Source: an optimization exercise on an open RTL-to-GDS flow (aim: small area and a short achievable clock period). Production flows keep margins and buffers that such runs may drop.
Where RTL was checked, it was by simulation tests only, not by an equivalence proof against the original.
Power is estimated from default activity; no workload was simulated.

==> 02-11 <==
## CannyEdge
module CannyEdge(dAddrRegRow, dAddrRegCol, bWE, bCE, InData, OutData,
	OPMode, bOPEnable, dReadReg, dWriteReg,	clk, rst_b);
clock: 10.0 ns
lec_check: 0
cap_margin: 20
core_margin: 2
core_utilization: 40
slew_margin: 20
run.sh (not shown) runs the stock make flow with config.mk's settings and CLKGATE_MAP_FILE= SYNTH_SCRIPT=/design/flow/synth_recipe.tcl, a recipe that flattens the netlist after the stock synthesis.
==> 08-10: changes against 02-11 <==
==> flow/flow/run.sh (new file) <==
#!/bin/bash
cp standard.sh standard_sh.log
cp config.mk config_mk.log
export SETUP_SLACK_MARGIN=7
bash standard.sh > standard.log 2>&1
==> flow/standard.sh (new file) <==
#!/bin/bash
# synth_recipe.tcl (not shown) runs the flow's synth.tcl, then flattens the netlist and writes it again
# the make line also repeats each setting of config.mk as NAME=value (left out here)
make -C /OpenROAD-flow-scripts/flow DESIGN_CONFIG=/design/flow/config.mk WORK_HOME=/design/flow/orfs CLKGATE_MAP_FILE= SYNTH_SCRIPT=/design/flow/synth_recipe.tcl "${@:-finish}"
removed: flow/run.sh
==> 01-03: changes against 02-11 <==
- SETUP_SLACK_MARGIN: not set -> 5
==> run notes <==
Clocking:
- The clock-pin slew on the worst setup and hold paths is ~60 ps.

GRT:
- For this run, the total global-route usage over all layers was measured as 0.263.
- The number of global-route vias before repair is 16300.
- The wire length of the first global-routing pass is 111 mm.

Power:
- The fraction of power consumed by sequential logic is 0.450.
- The group drawing the most power is the clock network.

STA:
- The maximum clock rate is 189 MHz.

Status:
- The flow ran to the end and the layout has no timing, DRC or antenna violations.

Critical path:
- The most critical setup path has its startpoint at regX[5][4].

Final layout:
- The area added between synthesis and finish is 12.0%.
- The clock-cell share of area is 0.0525.
(the above is from 02-11)
==> run notes <==
Clocking:
- After clock tree synthesis, the clock-pin slew on the worst setup and hold paths is approximately 60 ps.

GRT:
- The wire length of the first global-routing pass is 113 mm.
- The total routing resource utilization after global routing is 0.271.
- The number of antenna violations at the first check in global routing came to 0.
- The number of global-route vias before repair is 16200.

Status:
- The flow ran to the end and the layout has no timing, DRC or antenna violations.

Final layout:
- Relative to the synthesized area, the layout overhead comes to 13.9%.
- The biggest area consumer among cell classes is multi-input combinational cells.

Critical path:
- The worst setup path startpoint is regX[1][4].

Power:
- The fraction of power consumed by sequential logic is 0.478.
(the above is from 01-03)
==> run notes <==
GRT:
- The total routing resource utilization after global routing is 0.289.
- The number of global-route vias before repair is around 17000.
- The first global-routing pass estimated 120 mm of wire.

Final layout:
- Measured on the final layout, the clock distribution area share stands at 0.0399.

Status:
- The run finished with no timing, DRC or antenna violations.

Power:
- The group drawing the most power is sequential cells.

Critical path:
- The most critical setup path has its startpoint at regX[1][4].

Clocking:
- The clock-pin slew on the worst setup and hold paths is 70 ps.
(the above is from 08-10)
Function was not checked in any run of this note: the RTL went through the layout flow alone.

==> 08-05 <==
Another version of the RTL of CannyEdge (not shown whole).
clock: 10.0 ns
lec_check: 0
cap_margin: 20
core_margin: 2
core_utilization: 40
slew_margin: 20
tns_end_percent: 30
standard.sh (not shown) runs the stock make flow with config.mk's settings and CLKGATE_MAP_FILE= SYNTH_SCRIPT=/design/flow/synth_recipe.tcl, a recipe that flattens the netlist after the stock synthesis.
==> flow/flow/run.sh <==
#!/bin/bash
# Layout flow: the standard flow (standard.sh), unchanged synthesis, plus
#  1. fapol.py on the synthesized netlist: full adders are self-dual, so
#     each fa cell may be fed complemented inputs and give complemented
#     outputs; fapol picks the polarities that need the fewest inverters
#     and rewrites the netlist (registers and ports untouched).
#  2. port buffers of a plain buffer cell (buf_2) instead of the default pick,
#  3. the resizer's setup margin raised so repair_timing keeps shortening
#     the critical paths past the 10 ns constraint,
#  4. a clock tree of smaller buffers and no dummy loads.
# Each tool's output goes to a log file in this folder.
set -u
R=orfs/results/${FLOW_PLATFORM:-sky130hd}/CannyEdge/base
export BUFFER_PORTS_ARGS="-buffer_cell sky130_fd_sc_hd__buf_2"
export SETUP_SLACK_MARGIN=${MARGIN:-6.2}
export CTS_ARGS="-sink_clustering_enable -repair_clock_nets -dont_use_dummy_load -buf_list sky130_fd_sc_hd__clkbuf_8 -sink_clustering_size 16 -sink_clustering_max_diameter 60"
bash standard.sh synth > synth.log 2>&1 || exit 1
if python3 flow/fapol.py $R/1_2_yosys.v $R/1_2_yosys_fapol.v > fapol.log 2>&1; then
  cp $R/1_2_yosys.v $R/1_2_yosys_std.v
  cp $R/1_2_yosys_fapol.v $R/1_2_yosys.v
  rm -f $R/1_synth.odb $R/1_synth.sdc
fi
bash standard.sh > standard.log 2>&1
Other scripts of this flow, unchanged in this note and not shown: flow/flow/fapol.py
==> 12-17: changes against 08-05 <==
--- a/flow/flow/run.sh
+++ b/flow/flow/run.sh
@@ -13,5 +13,5 @@
 R=orfs/results/${FLOW_PLATFORM:-sky130hd}/CannyEdge/base
 export BUFFER_PORTS_ARGS="-buffer_cell sky130_fd_sc_hd__buf_2"
-export SETUP_SLACK_MARGIN=${MARGIN:-6.2}
+export SETUP_SLACK_MARGIN=${MARGIN:-6.4}
 export CTS_ARGS="-sink_clustering_enable -repair_clock_nets -dont_use_dummy_load -buf_list sky130_fd_sc_hd__clkbuf_8 -sink_clustering_size 16 -sink_clustering_max_diameter 60"
 bash standard.sh synth > synth.log 2>&1 || exit 1
ABC_AREA = 1   (was unset)
TNS_END_PERCENT = unset   (was 30)
==> 11-18: changes against 08-05 <==
TNS_END_PERCENT = 10   (was 30)
==> 07-22: changes against 08-05 <==
--- a/flow/flow/run.sh
+++ b/flow/flow/run.sh
@@ -13,5 +13,5 @@
 R=orfs/results/${FLOW_PLATFORM:-sky130hd}/CannyEdge/base
 export BUFFER_PORTS_ARGS="-buffer_cell sky130_fd_sc_hd__buf_2"
-export SETUP_SLACK_MARGIN=${MARGIN:-6.2}
+export SETUP_SLACK_MARGIN=${MARGIN:-6.4}
 export CTS_ARGS="-sink_clustering_enable -repair_clock_nets -dont_use_dummy_load -buf_list sky130_fd_sc_hd__clkbuf_8 -sink_clustering_size 16 -sink_clustering_max_diameter 60"
 bash standard.sh synth > synth.log 2>&1 || exit 1
TNS_END_PERCENT = unset   (was 30)
==> comparison table <==
	12-17	08-05	07-22	11-18
Worst r2r dst	gs4[4]$_DFFE_PP_	Gx[9]$_DFFE_PP_	gs4[4]$_DFFE_PP_	gs4[6]$_DFFE_PP_
Fin Hold WS	0.499 ns	0.495 ns	0.497 ns	0.495 ns
Outcome	no timing/DRC/antenna violations	no timing/DRC/antenna violations	no timing/DRC/antenna violations	no timing/DRC/antenna violations
Post-detailed-route wirelength per cell	27.8 um	30.7 um	32.7 um	32.1 um
Final worst clock skew	0.0564 ns	0.0631 ns	0.0800 ns	0.0779 ns
Worst Path Max Fanout	3	4	2	2
Number of vias per cell after detailed routing	5.45	5.90	5.91	5.96
Part of the power in the clock network	27.0%	28.4%	29.9%	29.3%
Worst-case vdd ir drop	0.0000838 V	0.0000777 V	0.0000983 V	0.0000890 V
Non-clk bufs	185	134	186	122
Fraction of area in multi-input gates	49.6%	50.4%	49.9%	50.5%
First-pass iteration count of the detailed router	5	7	6	8
Most common cell after layout, fill and taps aside	nand2_1	edfxtp_1	edfxtp_1	edfxtp_1
Clock transition at path regs	0.10 ns	0.09 ns	0.10 ns	0.10 ns
Total GRT Usage	27.9%	25.5%	27.9%	26.7%
Multi-input combinational cell count	1327	1017	1017	1017
Post-layout util	46.8%	45.6%	47.2%	45.1%

## static timing again, ports no longer ideal
The flow's constraints put no driver on any port. The routed layouts listed below were extracted and timed again, unchanged, in two steps.
Step 1 sets driving cells, clkbuf_16 on the clock port and buf_2 on the other inputs (assumed; they add their load-dependent delay and slew).
Step 2 times the ports against the registers' clock, not the clock port: input delays grow and output delays shrink by t, the midpoint of the rising clock arrivals with the driver on.
Slacks: no drivers / after step 1 / after step 2; pairs: no drivers / after step 1.
| run | t, ns | setup WS [ns] | worst slew at a driven data input, ns |
|---|---|---|---|
| 02-11 | 0.616 | 4.720 / 4.720 / 4.230 | 0.06 |
| 08-10 | 0.609 | 5.002 / 5.002 / 5.002 | 0.08 |
| 01-03 | 0.626 | 4.956 / 4.956 / 4.558 | 0.05 |
| 08-05 | 0.649 | 6.134 / 6.134 / 5.513 | 0.06 |
| 12-17 | 0.671 | 6.187 / 6.187 / 5.718 | 0.08 |
| 11-18 | 0.683 | 6.012 / 6.012 / 5.499 | 0.08 |
| 07-22 | 0.694 | 6.085 / 6.085 / 5.696 | 0.10 |
After both steps every run listed still meets setup and hold. The setup slack of 08-05, which loses most, moves by 0.000 ns with the drivers and by -0.621 ns with both steps.
